From an optimization exercise on the open Yosys and OpenROAD flow, aimed at small area; shortcuts taken in it are not production practice. The RTL was checked by simulation tests, not by an equivalence proof against the original design. The flow treats the clock pin as an ideal source. Dropping or thinning the clock tree relies on that and would not hold on a real chip. Power figures rest on the tool's default switching activity, not on a simulated workload.

== v6 ==
==> module uart_wb_bridge, before the edit <==
module uart_wb_bridge (
                       input wire         clk,
                       input wire         rst,
                       input wire         rx,
                       output wire        tx,
                       output wire [31:0] wb_adr_o,
                       output wire [31:0] wb_dat_o,
                       output wire [3:0]  wb_sel_o,
                       output wire        wb_we_o,
                       output wire        wb_cyc_o,
                       output wire        wb_stb_o,
                       input wire [31:0]  wb_dat_i,
                       input wire         wb_ack_i,
                       input wire         wb_err_i,
                       input wire         wb_rty_i
                       );
   localparam [9:0] T_END  = 10'b0010100110;
   localparam [9:0] T_HALF = 10'b0010111111;
   localparam [9:0] T_FULL = 10'b0011111111;
   localparam [2:0] P_IDLE  = 3'b000,   
                    P_RADDR = 3'b001,   
                    P_RTX   = 3'b010,   
                    P_RREQ  = 3'b011,   
                    P_HDR   = 3'b100,   
                    P_WADDR = 3'b101,   
                    P_WDATA = 3'b110,   
                    P_WREQ  = 3'b111;   
   localparam [3:0] B_IDLE  = 4'b0000,
                    B_START = 4'b0001,
                    B_D0 = 4'b1000, B_D1 = 4'b1001, B_D2 = 4'b1010, B_D3 = 4'b1011,
                    B_D4 = 4'b1100, B_D5 = 4'b1101, B_D6 = 4'b1110, B_D7 = 4'b1111,
                    B_STOP  = 4'b0010,
                    B_WAIT  = 4'b0011;   
   reg [2:0]  pst;
   reg [3:0]  ph;
   reg [9:0]  tmr;
   reg [1:0]  bcnt;
   reg [7:0]  len;
   reg        cy;      
   reg        bw;      
   reg [31:0] adr;
   reg [31:0] dat;
   reg [3:0]  sel;
   wire txm    = (pst == P_RTX);
   wire tdone  = (tmr == T_END);
   wire indata = (ph == B_D0) || (ph == B_D1) || (ph == B_D2) || (ph == B_D3) ||
                 (ph == B_D4) || (ph == B_D5) || (ph == B_D6) || (ph == B_D7);
   wire bitstb = tdone && indata;
   wire bend   = tdone && (ph == B_D7);
   wire rcv    = tdone && (ph == B_STOP) && rx;
   wire rerr   = tdone && (((ph == B_STOP) && !rx) || ((ph == B_START) && rx));
   wire last   = (len == 8'd0) || bw;
   wire resp   = wb_ack_i || wb_err_i || wb_rty_i;
   wire rx4    = (bcnt == 2'd0);         
   wire tx4    = (bcnt == 2'd3);         
   wire fin    = txm && tx4 && last;
   always @(posedge clk or posedge rst)
     if (rst)
       ph <= B_IDLE;
     else if (ph == B_IDLE) begin
        if (txm || !rx) ph <= B_START;
     end else if (ph == B_WAIT) begin
        if (rx) ph <= B_IDLE;
     end else if (tdone) begin
        if (ph == B_START)
          ph <= (!txm && rx) ? B_WAIT : B_D0;
        else if (ph == B_D7)
          ph <= fin ? B_WAIT : B_STOP;
        else if (ph == B_STOP)
          ph <= B_WAIT;
        else case (ph)
          B_D0: ph <= B_D1; B_D1: ph <= B_D2; B_D2: ph <= B_D3; B_D3: ph <= B_D4;
          B_D4: ph <= B_D5; B_D5: ph <= B_D6; B_D6: ph <= B_D7;
          default: ph <= B_IDLE;
        endcase
     end
   always @(posedge clk)
     if (ph == B_IDLE && !txm)
       tmr <= T_HALF;
     else if (ph == B_IDLE || tdone)
       tmr <= T_FULL;
     else
       tmr <= {tmr[8:0], tmr[9] ^ tmr[6]};
   wire [3:0] cmd = dat[19:16];
   always @(posedge clk or posedge rst)
     if (rst)
       pst <= P_IDLE;
     else
       case (pst)
         P_IDLE:
           if (rcv && dat[31:24] == 8'hCA) pst <= P_HDR;
         P_HDR:
           if (rerr) pst <= P_IDLE;
           else if (rcv && rx4)
             pst <= (cmd == 4'h1) ? P_WADDR : (cmd == 4'h2) ? P_RADDR : P_IDLE;
         P_WADDR:
           if (rerr) pst <= P_IDLE;
           else if (rcv && rx4) pst <= last ? P_IDLE : P_WDATA;
         P_RADDR:
           if (rerr) pst <= P_IDLE;
           else if (rcv && rx4) pst <= P_RREQ;
         P_WDATA:
           if (rerr) pst <= P_IDLE;
           else if (rcv && rx4) pst <= P_WREQ;
         P_WREQ:
           if (resp) pst <= last ? P_IDLE : P_WDATA;
         P_RREQ:
           if (resp) pst <= P_RTX;
         P_RTX:
           if (bend && tx4) pst <= last ? P_IDLE : P_RREQ;
       endcase
   always @(posedge clk)
     if (pst == P_IDLE)
       bcnt <= 2'd2;
     else if (bend)
       bcnt <= bcnt + 2'd1;
   always @(posedge clk)
     if (pst == P_HDR)
       sel <= dat[23:20];
   wire din = rx && (pst == P_IDLE || pst == P_HDR || pst == P_WDATA);
   wire dld = (pst == P_RREQ) && wb_ack_i;
   wire nsh = !bitstb;
   always @(posedge clk)
     dat <= ({32{bitstb}} & {din, dat[31:1]}) | ({32{nsh}} & dat) |
            ({32{dld}} & wb_dat_i);
   wire byte0 = (bcnt == 2'd0);
   wire lin = (pst == P_IDLE || pst == P_HDR) ? rx : (len[0] ^ (bw && byte0));
   always @(posedge clk)
     if (bitstb)
       len <= {lin, len[7:1]};
   always @(posedge clk)
     if (((pst == P_WADDR || pst == P_RADDR) && rcv && rx4) || (wb_cyc_o && resp))
       bw <= 1'b1;
     else if (pst == P_IDLE)
       bw <= 1'b0;
     else if (bitstb && byte0)
       bw <= bw & !len[0];
   wire low2 = byte0 && (ph == B_D0 || ph == B_D1);
   wire ain = (pst == P_WADDR || pst == P_RADDR) ? rx : (adr[0] ^ (cy && !low2));
   always @(posedge clk)
     if (bitstb)
       adr <= {ain, adr[31:1]};
   always @(posedge clk)
     if (wb_cyc_o && resp)
       cy <= 1'b1;
     else if (pst == P_IDLE)
       cy <= 1'b0;
     else if (bitstb && !low2)
       cy <= cy & adr[0];
   assign tx = !(txm && (ph == B_START || (indata && !dat[0])));
   assign wb_adr_o = adr;
   assign wb_dat_o = dat;
   assign wb_sel_o = sel;
   assign wb_we_o  = pst[2];
   assign wb_cyc_o = (pst[1:0] == 2'b11);
   assign wb_stb_o = wb_cyc_o;
endmodule
clock: 10.0 ns
lec_check: 0
cap_margin: 20
core_margin: 2
core_utilization: 40
slew_margin: 20
standard.sh (not shown) runs the stock make flow with config.mk's settings and CLKGATE_MAP_FILE= SYNTH_SCRIPT=/design/flow/synth_recipe.tcl, a recipe that flattens the netlist after the stock synthesis.
==> flow/flow/run.sh <==
#!/bin/bash
# Own layout flow: the standard layout (standard.sh and its steps) with
# these settings changed:
#  - synthesis: flow/synth.tcl, the standard flow's synthesis script whose final abc call
#    maps with the area-oriented script flow/area.abc (flip-flop mapping,
#    flatten and rename are unchanged);
#  - the port buffers use the smallest buffer cell (sky130_fd_sc_hd__buf_1)
#    instead of the default pick; every port still gets its own buffer;
#  - the clock tree is flat: flow/manual_cts.tcl (sourced before the CTS
#    step) replaces clock_tree_synthesis so that the clock port drives four
#    clkbuf_16 buffers, each feeding the flip-flops of one quadrant of the
#    placement; the rest of the CTS step (legalisation, timing repair) is
#    unchanged.
# The full tool output goes to standard.log here; the per-step ORFS logs
# stay under orfs/logs/.
set -euo pipefail
here=$(pwd)
diff <(tail -n 6 flow/synth.tcl) <(tail -n 6 synth_recipe.tcl) > synth_diff.log 2>&1 || true
export AREA_ABC_SCRIPT="$here/flow/area.abc"
bash standard.sh \
  "SYNTH_SCRIPT=$here/flow/synth.tcl" \
  "BUFFER_PORTS_ARGS=-buffer_cell sky130_fd_sc_hd__buf_1" \
  "PRE_CTS_TCL=$here/flow/manual_cts.tcl" \
  finish > standard.log 2>&1
Other scripts of this flow, unchanged in this note and not shown: flow/flow/area.abc, flow/flow/manual_cts.tcl, flow/flow/synth.tcl
What v7 does differently from v6 at the input level:
-- flow/design.v --
<<< v6, line 59
   wire last   = (len == 8'd0) || bw;
   wire resp   = wb_ack_i || wb_err_i || wb_rty_i;
   wire rx4    = (bcnt == 2'd0);         
   wire tx4    = (bcnt == 2'd3);         
   wire fin    = txm && tx4 && last;
   always @(posedge clk or posedge rst)
>>> v7, line 59
   wire last   = (len == 8'd0) || bw;
   wire resp   = wb_ack_i || wb_err_i || wb_rty_i;
   wire rx4    = (bcnt == 2'b00);         
   wire tx4    = (bcnt == 2'b10);         
   wire fin    = txm && tx4 && last;
   always @(posedge clk or posedge rst)
<<< v6, line 119
   always @(posedge clk)
     if (pst == P_IDLE)
       bcnt <= 2'd2;
     else if (bend)
       bcnt <= bcnt + 2'd1;
   always @(posedge clk)
     if (pst == P_HDR)
>>> v7, line 119
   always @(posedge clk)
     if (pst == P_IDLE)
       bcnt <= 2'b11;
     else if (bend)
       bcnt <= {bcnt[0], !bcnt[1]};   
   always @(posedge clk)
     if (pst == P_HDR)
==> results.txt <==
Total chip power delta (v7 − v6): unfavourable. [v7] fmax fell about 30% relative to v6. Between v6 and v7, the difference in met3 usage is negligible. v7 ends up with a proportion of power drawn by combinational gates that is 27 points higher than in v6. [compare] base=v6 new=v7: count of flip-flops and latches did not really move, number of nets in the layout shows an increase of about 1.1%, share of the clock period used by the worst path went up by 15 points. Compared to v6, v7 has switching share of power 16 points higher. v7 — number of placed cells counting well taps 1.4% higher, v6 as reference. v7 vs v6 on final critical path time including I/O delays and setup: v7 is the higher one.
In every run of this note, the design's own scripts or RTL, not TritonCTS, make the clock network.

-- static timing again, ports no longer ideal --
Ports are ideal in the flow. The routed layouts listed here were re-timed in OpenROAD.
Step 1 sets driving cells, clkbuf_16 on the clock port and buf_2 on the other inputs (assumed; they add their load-dependent delay and slew).
Step 2, shift: input delay + t, output delay - t, t = (earliest + latest rising clock arrival at the registers) / 2. This alone moves slack from input paths to output paths.
Slacks: ideal ports / drivers / drivers and shift; pairs: ideal ports / drivers.
run	t, ns	setup WS [ns]	hold WS [ns]	clock arrival spread, ns
v6	0.226	6.381 / 6.381 / 6.208	0.451 / 0.451 / 0.451	0.008 / 0.007
v7	0.230	4.907 / 4.907 / 4.907	0.421 / 0.421 / 0.421	0.010 / 0.010
After both steps every run listed still meets setup and hold. For v6, which loses most, drivers alone change the setup slack by 0.000 ns; drivers and shift together by -0.173 ns.
